From an optimization exercise on the open Yosys and OpenROAD flow, aimed at small area; shortcuts taken in it are not production practice.
In this exercise RTL edits were held to simulation tests only and were not proved equivalent to the original.
Power figures rest on the tool's default switching activity, not on a simulated workload.

delta:
## top
module top (input wire clk,
            input wire rst,
            input wire mic_data_1,
            input wire mic_data_2,
            output wire serial_tx,
            output wire mic_clk_1,
            output wire mic_clk_2,
            output wire sel_2,
            output wire serial_split);
Size: about 9 I/O pins, about 0.0098 mm^2 of cells after synthesis.
Settings: LEC_CHECK=0, CAP_MARGIN=20, CORE_MARGIN=2, CORE_UTILIZATION=60, PLACE_DENSITY=0.75, SLEW_MARGIN=20; clock period 10.0 ns.
standard.sh (not shown) runs the stock make flow with config.mk's settings and CLKGATE_MAP_FILE= SYNTH_SCRIPT=/design/flow/synth_recipe.tcl, a recipe that flattens the netlist after the stock synthesis.
==> flow/flow/run.sh <==
#!/bin/bash
# Layout flow: the standard layout, except that
#  - synthesis maps the logic with an area-oriented ABC script (no buffering
#    or upsizing in ABC); it is otherwise ORFS's synthesis with the standard flow's
#    synthesis script, so the registers are the standard synthesis's;
#  - clock tree synthesis inserts no dummy loads.
set -euo pipefail
W=$PWD
rm -rf "$W/scripts_area"
cp -r "$FLOW_HOME/scripts" "$W/scripts_area"
printf 'strash\ndc2\ndch -f\namap\n' > "$W/scripts_area/abc_area.script"
make -C "$FLOW_HOME" DESIGN_CONFIG="$W/config.mk" WORK_HOME="$W/orfs" CLKGATE_MAP_FILE= \
  SYNTH_SCRIPT="$W/synth_recipe.tcl" SCRIPTS_DIR="$W/scripts_area" ABC_AREA=1 synth \
  > "$W/synth_area.log" 2>&1
export CTS_ARGS="-sink_clustering_enable -repair_clock_nets -sink_clustering_size 20 -sink_clustering_max_diameter 60 -buf_list sky130_fd_sc_hd__clkbuf_8 -dont_use_dummy_load"
bash standard.sh > "$W/layout.log" 2>&1
### delta -> gamma
diff --git a/flow/design.v b/flow/design.v
--- a/flow/design.v
+++ b/flow/design.v
@@ -51,32 +51,26 @@
 reg [15:0] hr;           
 reg hcy, fcy, lcy;       
 wire [3:0] hbase = (fresh | p0) ? Hc_d : hr[3:0];
 wire [3:0] Hn, Wf, Wl;
 wire hco, fco, lco;
 add4 HU (.a(hbase), .b(dH_d), .ci(~j0 & hcy), .s(Hn), .co(hco));
 add4 FU (.a(Hn), .b(E_d), .ci(~j0 & fcy), .s(Wf), .co(fco));
-wire [4:0] lb;
-assign lb[0] = ~j0 & lcy;
-genvar m;
-generate for (m = 0; m < 4; m = m + 1) begin : sl_
-  assign {lb[m+1], Wl[m]} = {1'b0, Hn[m]} - {1'b0, E_d[m]} - {1'b0, lb[m]};
-end endgenerate
-assign lco = lb[4];
-wire [3:0] Wm = {Hn[2:0], ~j0 & hr[15]};
+add4 LU (.a(Hn), .b(~E_d), .ci(j0 | lcy), .s(Wl), .co(lco));
+wire [3:0] Wm = ~{Hn[2:0], ~j0 & hr[15]};
 always @(posedge clk) begin
   hr  <= {Hn, hr[15:4]};
   hcy <= hco;
   fcy <= fco;
   lcy <= lco;
 end
 wire [15:0] c1_hi, c1_lo, c2_hi, c2_lo;
-cicwin W1 (.clk(clk), .fresh(fresh), .j0(j0), .p0(p0), .u(u1), .uh(u1h),
+cicwin W1 (.clk(clk), .fresh(fresh), .j0(j0), .p0(p0), .u(u1),
            .Wf(Wf), .Wm(Wm), .Wl(Wl), .c_lo(c1_lo), .c_hi(c1_hi));
-cicwin W2 (.clk(clk), .fresh(fresh), .j0(j0), .p0(p0), .u(u2), .uh(u2h),
+cicwin W2 (.clk(clk), .fresh(fresh), .j0(j0), .p0(p0), .u(u2),
            .Wf(Wf), .Wm(Wm), .Wl(Wl), .c_lo(c2_lo), .c_hi(c2_hi));
 reg [47:0] sh;    
 reg [47:0] sl;    
 wire wr_h = p255;
 wire wr_l = p255 & j[1];
 wire [3:0] sh_in = {c2_hi[1:0], c1_hi[1:0]};
 wire [7:0] sl_in = {c2_lo[3:0], c1_lo[3:0]};
@@ -88,17 +82,17 @@
 reg [15:0] tl;    
 always @(posedge clk) begin
   th <= {~(wr_h ? sh[3:0] : th[3:0]), th[15:4]};
   tl <= {~(wr_l ? sl[7:0] : tl[7:0]), tl[15:8]};
 end
 reg [3:0] baud;
 always @(posedge clk)
-  if (rst) baud <= 4'd1;
-  else     baud <= {baud[2:0], baud[3] ^ baud[2]};
-wire baud_ce = (baud == 4'd10);
+  if (rst) baud <= 4'd0;
+  else     baud <= (baud == 4'd14) ? 4'd0 : baud + 4'd1;
+wire baud_ce = (baud == 4'd7);
 wire start_now = (tc[9:5] == 5'd0) && (tc[4:0] >= 5'd6) && (tc[4:0] <= 5'd20) &&
                  !(init && tc[18:10] == 9'd0);
 reg transmitting;
 reg [3:0] pos;
 reg [1:0] chr;
 always @(posedge clk)
   if (rst)
@@ -144,15 +138,14 @@
 assign co = c[4];
 endmodule
 module cicwin (input wire clk,
                input wire fresh,
                input wire j0,
                input wire p0,
                input wire u,
-               input wire uh,
                input wire [3:0] Wf,
                input wire [3:0] Wm,
                input wire [3:0] Wl,
                output wire [15:0] c_lo,
                output wire [15:0] c_hi);
 reg [15:0] al, bl, cl;
 reg [7:0]  ah, bh, ch;
@@ -162,27 +155,20 @@
 wire [3:0] a_b  = keep ? al[3:0] : 4'h0;
 wire [3:0] b_b  = keep ? bl[3:0] : (move ? al[3:0] : 4'h0);
 wire [3:0] c_b  = keep ? cl[3:0] : (move ? bl[3:0] : 4'h0);
 wire [1:0] a_hb = keep ? ah[1:0] : 2'h0;
 wire [1:0] b_hb = keep ? bh[1:0] : (move ? ah[1:0] : 2'h0);
 wire [1:0] c_hb = keep ? ch[1:0] : (move ? bh[1:0] : 2'h0);
 wire a_hci = j0 ? (keep & alc) : ahc;
-wire b_pend = uh & ~blc;
-wire b_hci = j0 ? ((keep & b_pend) | (move & alc)) : bhc;
-wire c_hci = j0 ? ((keep & clc) | (move & b_pend)) : chc;
+wire b_hci = j0 ? ((keep & blc) | (move & alc)) : bhc;
+wire c_hci = j0 ? ((keep & clc) | (move & blc)) : chc;
 wire [3:0] a_s, b_s, c_s;
 wire a_co, b_co, c_co;
 add4 A (.a(a_b), .b(Wf & {4{u}}), .ci(~j0 & alc), .s(a_s), .co(a_co));
-wire [4:0] bb;
-assign bb[0] = ~j0 & blc;
-genvar k;
-generate for (k = 0; k < 4; k = k + 1) begin : sb
-  assign {bb[k+1], b_s[k]} = {1'b0, b_b[k]} - {1'b0, Wm[k] & u} - {1'b0, bb[k]};
-end endgenerate
-assign b_co = bb[4];
+add4 B (.a(b_b), .b(Wm & {4{u}}), .ci(j0 ? u : blc), .s(b_s), .co(b_co));
 add4 C (.a(c_b), .b(Wl & {4{u}}), .ci(~j0 & clc), .s(c_s), .co(c_co));
 wire [1:0] a_hs = {a_hb[1] ^ (a_hb[0] & a_hci), a_hb[0] ^ a_hci};
 wire [1:0] b_hs = {b_hb[1] ^ (b_hb[0] & b_hci), b_hb[0] ^ b_hci};
 wire [1:0] c_hs = {c_hb[1] ^ (c_hb[0] & c_hci), c_hb[0] ^ c_hci};
 always @(posedge clk) begin
   al <= {a_s, al[15:4]};
   bl <= {b_s, bl[15:4]};
### Flow results
- Number of standard cells in the final layout excluding fillers: gamma vs delta — no meaningful difference
- [compare] base=delta new=gamma: final instance area went up, leakage power went down.
- Diff gamma..delta | count of pins on the block boundary | unchanged
- Overall power after layout shrinks by a few percent when moving from delta to gamma.
- Compared with delta, gamma shows a die area that is about 0.44% higher.
- Per the comparison of gamma with delta, weighted congestion at the end of routability-driven global placement dropped about 0.7%; worst setup slack went up 0.11 ns; wire length reported by the detailed router shows an increase of 430 um.
- Comparing number of distinct standard cells referenced by the synthesized netlist for delta and gamma, the bigger number came from delta.
- Between delta and gamma, the final standard cell utilization of the core figures differ only marginally.
- Between delta and gamma, switching share of power decreased.
- gamma vs. delta: power density normalized to cell area went down by 21 mW/mm^2.
- Compared with delta, gamma shows critical path depth lower by 1.

re-timing with driven ports:
How much do the figures lean on ideal ports? The routed layouts below were timed once more, with nothing changed but the port constraints. Step 1 sets driving cells, clkbuf_16 on the clock port and buf_2 on the other inputs (assumed; they add their load-dependent delay and slew). Step 2 also shifts input and output timing later by t, the mid clock arrival at the registers, as if the neighbouring blocks saw the same clock. Slacks: ideal / step 1 / step 2; pairs: ideal / step 1.
run | shift t [ns] | slack for setup (ns) | clock arrival spread, ns | worst register clock-pin slew, ns | cell pins on the clock port's net
delta | 0.561 | 3.961 / 3.961 / 3.961 | 0.032 / 0.033 | 0.12 / 0.12 | 1
gamma | 0.554 | 4.067 / 4.067 / 4.067 | 0.039 / 0.039 | 0.11 / 0.11 | 1
After both steps setup and hold are still met in every run listed.
